What follows belongs to an exercise in optimizing a design on an open flow for small area, a short achievable clock period and few clock cycles; a production flow would make more cautious choices. RTL that was checked went through simulation tests only; none was proved equivalent to the original. No activity file was given, so power comes from the tool's default toggle rates.

## main
==> module pgcalc, before the edit <==
module pgcalc(a, bm, sh, andi, inv, cin, p, g, g0, b15);
  input [15:0] a, bm;
  input [1:0] sh;
  input andi, inv, cin;
  output [15:0] p, g;
  output g0, b15;
  wire s0 = ~sh[1] & ~sh[0];    
  wire sl = ~sh[1] &  sh[0];    
  wire sr =  sh[1];             
  wire sa =  sh[1] &  sh[0];    
  wire [15:0] nb;
  aoi222 sft(bm, {bm[14:0], 1'b0}, {1'b0, bm[15:1]}, s0, sl, sr, nb[15:0]);
  wire [15:0] b = ~nb | {sa & bm[15], 15'd0};
  pgbits pgb(a, b, andi, inv, p, g);
  assign g0 = g[0] | (p[0] & cin);
  assign b15 = b[15];
endmodule
==> module pgbits, before the edit <==
module pgbits(a, b, andi, inv, p, g);
  input [15:0] a, b;
  input andi, inv;
  output [15:0] p, g;
  wire [15:0] bi = b ^ {16{inv}};
  assign p = andi ? (a & bi) : (a ^ bi);
  assign g = andi ? 16'd0 : (a & bi);
endmodule
==> module rdport, before the edit <==
module rdport(rf, fw, sel, fsel, q);
  input [127:0] rf;
  input [15:0] fw;
  input [7:0] sel;
  input fsel;
  output [15:0] q;
  wire [15:0] n0, n1, n2;
  aoi222 g0(rf[15:0],    rf[31:16],   rf[47:32],   sel[0], sel[1], sel[2], n0);
  aoi222 g1(rf[63:48],   rf[79:64],   rf[95:80],   sel[3], sel[4], sel[5], n1);
  aoi222 g2(rf[111:96],  rf[127:112], fw,          sel[6], sel[7], fsel,   n2);
  assign q = ~(n0 & n1 & n2);
endmodule
==> module aoi222, before the edit <==
module aoi222(d0, d1, d2, s0, s1, s2, q);
  input [15:0] d0, d1, d2;
  input s0, s1, s2;
  output [15:0] q;
  assign q = ~(({16{s0}} & d0) | ({16{s1}} & d1) | ({16{s2}} & d2));
endmodule
make LEC_CHECK=0 CAP_MARGIN=20 CORE_MARGIN=2 CORE_UTILIZATION=40 CTS_BUF_LIST='sky130_fd_sc_hd__clkbuf_4 sky130_fd_sc_hd__clkbuf_8' CTS_CLUSTER_SIZE=30 SETUP_SLACK_MARGIN=5 SLEW_MARGIN=20 SYNTH_HIERARCHICAL=1 TNS_END_PERCENT=100 finish   # period 10.0 ns
run.sh (not shown) runs the stock make flow with config.mk's settings and CLKGATE_MAP_FILE= SYNTH_SCRIPT=/design/flow/synth_recipe.tcl, a recipe that flattens the netlist after the stock synthesis.
Testbench counts of main, summed over its fixed seeds: cycles 16,000.
> inputs changed (main -> the feature branch)
-- flow/design.v --
<<< main, line 5
  output [15:0] p, g;
  output g0, b15;
  wire s0 = ~sh[1] & ~sh[0];    
  wire sl = ~sh[1] &  sh[0];    
  wire sr =  sh[1];             
  wire sa =  sh[1] &  sh[0];    
  wire [15:0] nb;
  aoi222 sft(bm, {bm[14:0], 1'b0}, {1'b0, bm[15:1]}, s0, sl, sr, nb[15:0]);
  wire [15:0] b = ~nb | {sa & bm[15], 15'd0};
  pgbits pgb(a, b, andi, inv, p, g);
  assign g0 = g[0] | (p[0] & cin);
  assign b15 = b[15];
endmodule
module pgbits(a, b, andi, inv, p, g);
  input [15:0] a, b;
  input andi, inv;
  output [15:0] p, g;
  wire [15:0] bi = b ^ {16{inv}};
  assign p = andi ? (a & bi) : (a ^ bi);
  assign g = andi ? 16'd0 : (a & bi);
endmodule
module cpu(clk,reset,s,load,in,out,N,V,Z,w);
>>> the feature branch, line 5
  output [15:0] p, g;
  output g0, b15;
  reg [15:0] b;
  always @(*)
    case (sh)
      2'b00: b = bm;
      2'b01: b = {bm[14:0], 1'b0};
      2'b10: b = {1'b0, bm[15:1]};
      default: b = {bm[15], bm[15:1]};
    endcase
  wire [15:0] bi = b ^ {16{inv}};
  assign p = andi ? (a & bi) : (a ^ bi);
  assign g = andi ? 16'd0 : (a & bi);
  assign g0 = g[0] | (p[0] & cin);
  assign b15 = b[15];
endmodule
module cpu(clk,reset,s,load,in,out,N,V,Z,w);
<<< main, line 105
  input [7:0] sel;
  input fsel;
  output [15:0] q;
  wire [15:0] n0, n1, n2;
  aoi222 g0(rf[15:0],    rf[31:16],   rf[47:32],   sel[0], sel[1], sel[2], n0);
  aoi222 g1(rf[63:48],   rf[79:64],   rf[95:80],   sel[3], sel[4], sel[5], n1);
  aoi222 g2(rf[111:96],  rf[127:112], fw,          sel[6], sel[7], fsel,   n2);
  assign q = ~(n0 & n1 & n2);
endmodule
module aoi222(d0, d1, d2, s0, s1, s2, q);
  input [15:0] d0, d1, d2;
  input s0, s1, s2;
  output [15:0] q;
  assign q = ~(({16{s0}} & d0) | ({16{s1}} & d1) | ({16{s2}} & d2));
endmodule
module adder_carries(p, g, cy);
>>> the feature branch, line 100
  input [7:0] sel;
  input fsel;
  output reg [15:0] q;
  integer k;
  always @(*) begin
    q = {16{fsel}} & fw;
    for (k = 0; k < 8; k = k + 1) q = q | ({16{sel[k]}} & rf[k*16 +: 16]);
  end
endmodule
module adder_carries(p, g, cy);
[summary]
in[8] as the worst setup path startpoint was reported by main, and p[5]$_DFF_P_ by the feature branch.
Row total die area: the feature branch higher / main lower
Count of mapped cells out of synthesis up about 8% in the feature branch wrt main
Count of clock-buffer cells in the layout for the feature branch: 1 up relative to main
Fraction of standard cell area that is sequential: the feature branch < main
On the feature branch: net count reported at finish is 53 higher than what main gave.
Fraction of area in multi-input gates up 2.6 points in the feature branch wrt main
Final area grows by a few percent when moving from main to the feature branch.
Diff main -> the feature branch: number of buffers inserted by post-CTS setup repair grew by 8, final critical-path required period saw a decrease, ratio of final minimum period to clock period went down.
The RTL of the feature branch was laid out without a check of its function.

* * *

The RTL this note starts from:
==> flow/design.v <==
module pgcalc(a, bm, sh, andi, inv, cin, p, g, g0, b15);
  input [15:0] a, bm;
  input [1:0] sh;
  input andi, inv, cin;
  output [15:0] p, g;
  output g0, b15;
  wire s0 = ~sh[1] & ~sh[0];    
  wire sl = ~sh[1] &  sh[0];    
  wire sr =  sh[1];             
  wire sa =  sh[1] &  sh[0];    
  wire [15:0] nb;
  aoi222 sft(bm, {bm[14:0], 1'b0}, {sa & bm[15], bm[15:1]}, s0, sl, sr, nb);
  pgbits pgb(a, nb, andi, inv, cin, p, g);
  assign g0 = g[0];
  assign b15 = ~nb[15];
endmodule
module pgbits(a, nb, andi, inv, cin, p, g);
  input [15:0] a, nb;
  input andi, inv, cin;
  output [15:0] p, g;
  wire [15:0] bi = ~(nb ^ {16{inv}});
  wire [15:0] x  = a ^ bi;
  wire [15:0] y  = a & bi;
  assign p = andi ? y : x;
  assign g = andi ? 16'd0 : {y[15:1], y[0] | (x[0] & cin)};
endmodule
module cpu(clk,reset,s,load,in,out,N,V,Z,w);
  input clk, reset, s, load;
  input [15:0] in;
  output [15:0] out;
  output N, V, Z, w;
  reg [13:0] ir;
  wire [13:0] e = load ? {in[14], in[12:0]} : ir;
  always @(posedge clk)
    ir <= e;
  wire       movg = e[13];           
  wire [1:0] op   = e[12:11];        
  wire       movi = movg &  op[1];   
  wire       cmp  = ~movg & ~op[1] &  op[0];
  wire       andi = ~movg &  op[1] & ~op[0];
  wire       inv  = ~movg &  op[0];            
  wire       usea = ~movg & ~(op[1] & op[0]);  
  wire [2:0] rn = e[10:8];
  wire [1:0] sh = e[4:3];
  wire [2:0] rm = e[2:0];
  wire go = s & ~reset;
  reg pend;
  reg [15:0] r0, r1, r2, r3, r4, r5, r6, r7;
  wire [15:0] sum;
  wire        wmovi = ir[13] & ir[12];
  wire [15:0] wdata = wmovi ? {{8{ir[7]}}, ir[7:0]} : sum;
  wire [2:0]  wnum  = wmovi ? ir[10:8] : ir[7:5];
  wire [7:0]  wsel  = pend ? (8'd1 << wnum) : 8'd0;
  always @(posedge clk) begin
    pend <= go & ~cmp;
    if (wsel[0]) r0 <= wdata;
    if (wsel[1]) r1 <= wdata;
    if (wsel[2]) r2 <= wdata;
    if (wsel[3]) r3 <= wdata;
    if (wsel[4]) r4 <= wdata;
    if (wsel[5]) r5 <= wdata;
    if (wsel[6]) r6 <= wdata;
    if (wsel[7]) r7 <= wdata;
  end
  wire [127:0] rf = {r7, r6, r5, r4, r3, r2, r1, r0};
  wire [7:0] dn = 8'd1 << rn;
  wire [7:0] dm = 8'd1 << rm;
  wire [7:0] sa = {8{usea}} & dn & ~wsel;
  wire [7:0] sb = dm & ~wsel;
  wire fa = usea & |(dn & wsel);
  wire fb = |(dm & wsel);
  wire [15:0] a, bm;
  rdport pa(rf, wdata, sa, fa, a);
  rdport pb(rf, wdata, sb, fb, bm);
  wire [15:0] pn, gn;
  wire g0n, b15;
  pgcalc pg(a, bm, sh, andi, inv, cmp, pn, gn, g0n, b15);
  reg [15:0] p, g;
  reg vpre;
  reg cw, cf;
  always @(posedge clk) begin
    p    <= pn;
    g    <= {gn[15:1], g0n};
    vpre <= a[15] & b15;
    cw   <= go & ~cmp & ~movi;
    cf   <= go & cmp;
  end
  wire [15:0] cy;    
  adder_carries ac(p, g, cy[15:1]);
  assign cy[0] = cf;    
  assign sum = p ^ cy;
  wire [2:0] nvz = {sum[15], vpre & ~sum[15], &p};
  reg [15:0] c;
  reg [2:0]  st;
  always @(posedge clk) begin
    if (cw) c <= sum;
    if (cf) st <= nvz;
  end
  assign out = cw ? sum : c;
  assign {N, V, Z} = cf ? nvz : st;
  assign w = 1'b1;
endmodule
module rdport(rf, fw, sel, fsel, q);
  input [127:0] rf;
  input [15:0] fw;
  input [7:0] sel;
  input fsel;
  output [15:0] q;
  wire [15:0] n0, n1, n2;
  aoi222 g0(rf[15:0],    rf[31:16],   rf[47:32],   sel[0], sel[1], sel[2], n0);
  aoi222 g1(rf[63:48],   rf[79:64],   rf[95:80],   sel[3], sel[4], sel[5], n1);
  aoi222 g2(rf[111:96],  rf[127:112], fw,          sel[6], sel[7], fsel,   n2);
  assign q = ~(n0 & n1 & n2);
endmodule
module aoi222(d0, d1, d2, s0, s1, s2, q);
  input [15:0] d0, d1, d2;
  input s0, s1, s2;
  output [15:0] q;
  assign q = ~(({16{s0}} & d0) | ({16{s1}} & d1) | ({16{s2}} & d2));
endmodule
module adder_carries(p, g, cy);
  input [15:0] p, g;
  output [15:1] cy;
  wire [15:0] g1, p1, g2, p2, g3, p3, g4;
  genvar i;
  generate
    for (i = 0; i < 16; i = i + 1) begin : ks
      if (i >= 1) begin : l1
        assign g1[i] = g[i] | (p[i] & g[i-1]);
        assign p1[i] = p[i] & p[i-1];
      end else begin : l1b
        assign g1[i] = g[i];
        assign p1[i] = p[i];
      end
      if (i >= 2) begin : l2
        assign g2[i] = g1[i] | (p1[i] & g1[i-2]);
        assign p2[i] = p1[i] & p1[i-2];
      end else begin : l2b
        assign g2[i] = g1[i];
        assign p2[i] = p1[i];
      end
      if (i >= 4) begin : l3
        assign g3[i] = g2[i] | (p2[i] & g2[i-4]);
        assign p3[i] = p2[i] & p2[i-4];
      end else begin : l3b
        assign g3[i] = g2[i];
        assign p3[i] = p2[i];
      end
      if (i >= 8) begin : l4
        assign g4[i] = g3[i] | (p3[i] & g3[i-8]);
      end else begin : l4b
        assign g4[i] = g3[i];
      end
    end
  endgenerate
  assign cy = g4[14:0];
endmodule
export LEC_CHECK = 0
export CAP_MARGIN = 20
export CORE_MARGIN = 2
export CORE_UTILIZATION = 40
export CTS_BUF_LIST = sky130_fd_sc_hd__clkbuf_4 sky130_fd_sc_hd__clkbuf_8
export CTS_CLUSTER_SIZE = 30
export SLEW_MARGIN = 20
export SYNTH_HIERARCHICAL = 1
export TNS_END_PERCENT = 100
create_clock -name core_clock -period 10.0 [get_ports {clk}]
standard.sh (not shown) runs the stock make flow with config.mk's settings and CLKGATE_MAP_FILE= SYNTH_SCRIPT=/design/flow/synth_recipe.tcl, a recipe that flattens the netlist after the stock synthesis.
==> flow/flow/run.sh <==
#!/bin/bash
# Layout: the standard ORFS flow (standard.sh: unchanged synthesis,
# floorplan, power grid, placement, CTS and routing), with two settings
# beyond config.mk's list:
#  - the port buffers that global placement inserts are buf_2 cells
#    (buffer_ports otherwise picks a slow delay buffer);
#  - repair_timing aims at MARGIN ns of setup slack.
# The clock, the constraints and the checks are unchanged.
set -euo pipefail
MARGIN=${MARGIN:-5}
bash standard.sh "BUFFER_PORTS_ARGS=-buffer_cell sky130_fd_sc_hd__buf_2" \
  "SETUP_SLACK_MARGIN=$MARGIN" finish > orfs_make.log 2>&1
The starting point produced a clean layout.
Edit:
--- a/flow/design.v
+++ b/flow/design.v
@@ -10,18 +10,17 @@
   wire sa =  sh[1] &  sh[0];    
   wire [15:0] nb;
-  aoi222 sft(bm, {bm[14:0], 1'b0}, {sa & bm[15], bm[15:1]}, s0, sl, sr, nb);
-  pgbits pgb(a, nb, andi, inv, cin, p, g);
-  assign g0 = g[0];
-  assign b15 = ~nb[15];
+  aoi222 sft(bm, {bm[14:0], 1'b0}, {1'b0, bm[15:1]}, s0, sl, sr, nb[15:0]);
+  wire [15:0] b = ~nb | {sa & bm[15], 15'd0};
+  pgbits pgb(a, b, andi, inv, p, g);
+  assign g0 = g[0] | (p[0] & cin);
+  assign b15 = b[15];
 endmodule
-module pgbits(a, nb, andi, inv, cin, p, g);
-  input [15:0] a, nb;
-  input andi, inv, cin;
+module pgbits(a, b, andi, inv, p, g);
+  input [15:0] a, b;
+  input andi, inv;
   output [15:0] p, g;
-  wire [15:0] bi = ~(nb ^ {16{inv}});
-  wire [15:0] x  = a ^ bi;
-  wire [15:0] y  = a & bi;
-  assign p = andi ? y : x;
-  assign g = andi ? 16'd0 : {y[15:1], y[0] | (x[0] & cin)};
+  wire [15:0] bi = b ^ {16{inv}};
+  assign p = andi ? (a & bi) : (a ^ bi);
+  assign g = andi ? 16'd0 : (a & bi);
 endmodule
 module cpu(clk,reset,s,load,in,out,N,V,Z,w);
Outcome:
- total power went up by 0.41%
- worst hold slack stays flat
- combinational power hardly moves
- critical path depth falls by 1
- via count is about the same
- design area came out higher by 0.93%
- maximum frequency came out lower by 0.41%
- area after synthesis is higher by 0.58%
- synthesized cell count grows by 2.1%
- global-route usage shrinks by 0.12 points
- sequential cell count does not change
- worst setup slack loses 20 ps
Testbench counts after the change, summed over its fixed seeds: cycles 16,000.
No functional check of the RTL was part of the first run of this note.

-- separate check: timing with driven ports --
The flow's constraints put no driver on any port. The routed layouts listed below were extracted and timed again, unchanged, in two steps. Step 1: set_driving_cell puts a clkbuf_16 on clk and a buf_2 on each other input, an assumption about the parent block. Step 2 also shifts input and output timing later by t, the mid clock arrival at the registers, as if the neighbouring blocks saw the same clock. Slacks: ideal / step 1 / step 2; pairs: ideal / step 1.
run	t, ns	slack for setup (ns)	slew at the worst register clock pin (ns)
main	0.518	5.032 / 5.033 / 4.515	0.10 / 0.10
the feature branch	0.510	5.087 / 5.046 / 4.699	0.11 / 0.11
the first run of note 2	0.516	5.113 / 5.072 / 4.608	0.12 / 0.12
the second run of note 2	0.505	5.092 / 5.050 / 4.673	0.10 / 0.10
After both steps setup and hold are still met in every run listed. For main, which loses most, drivers alone change the setup slack by +0.001 ns; drivers and shift together by -0.517 ns.
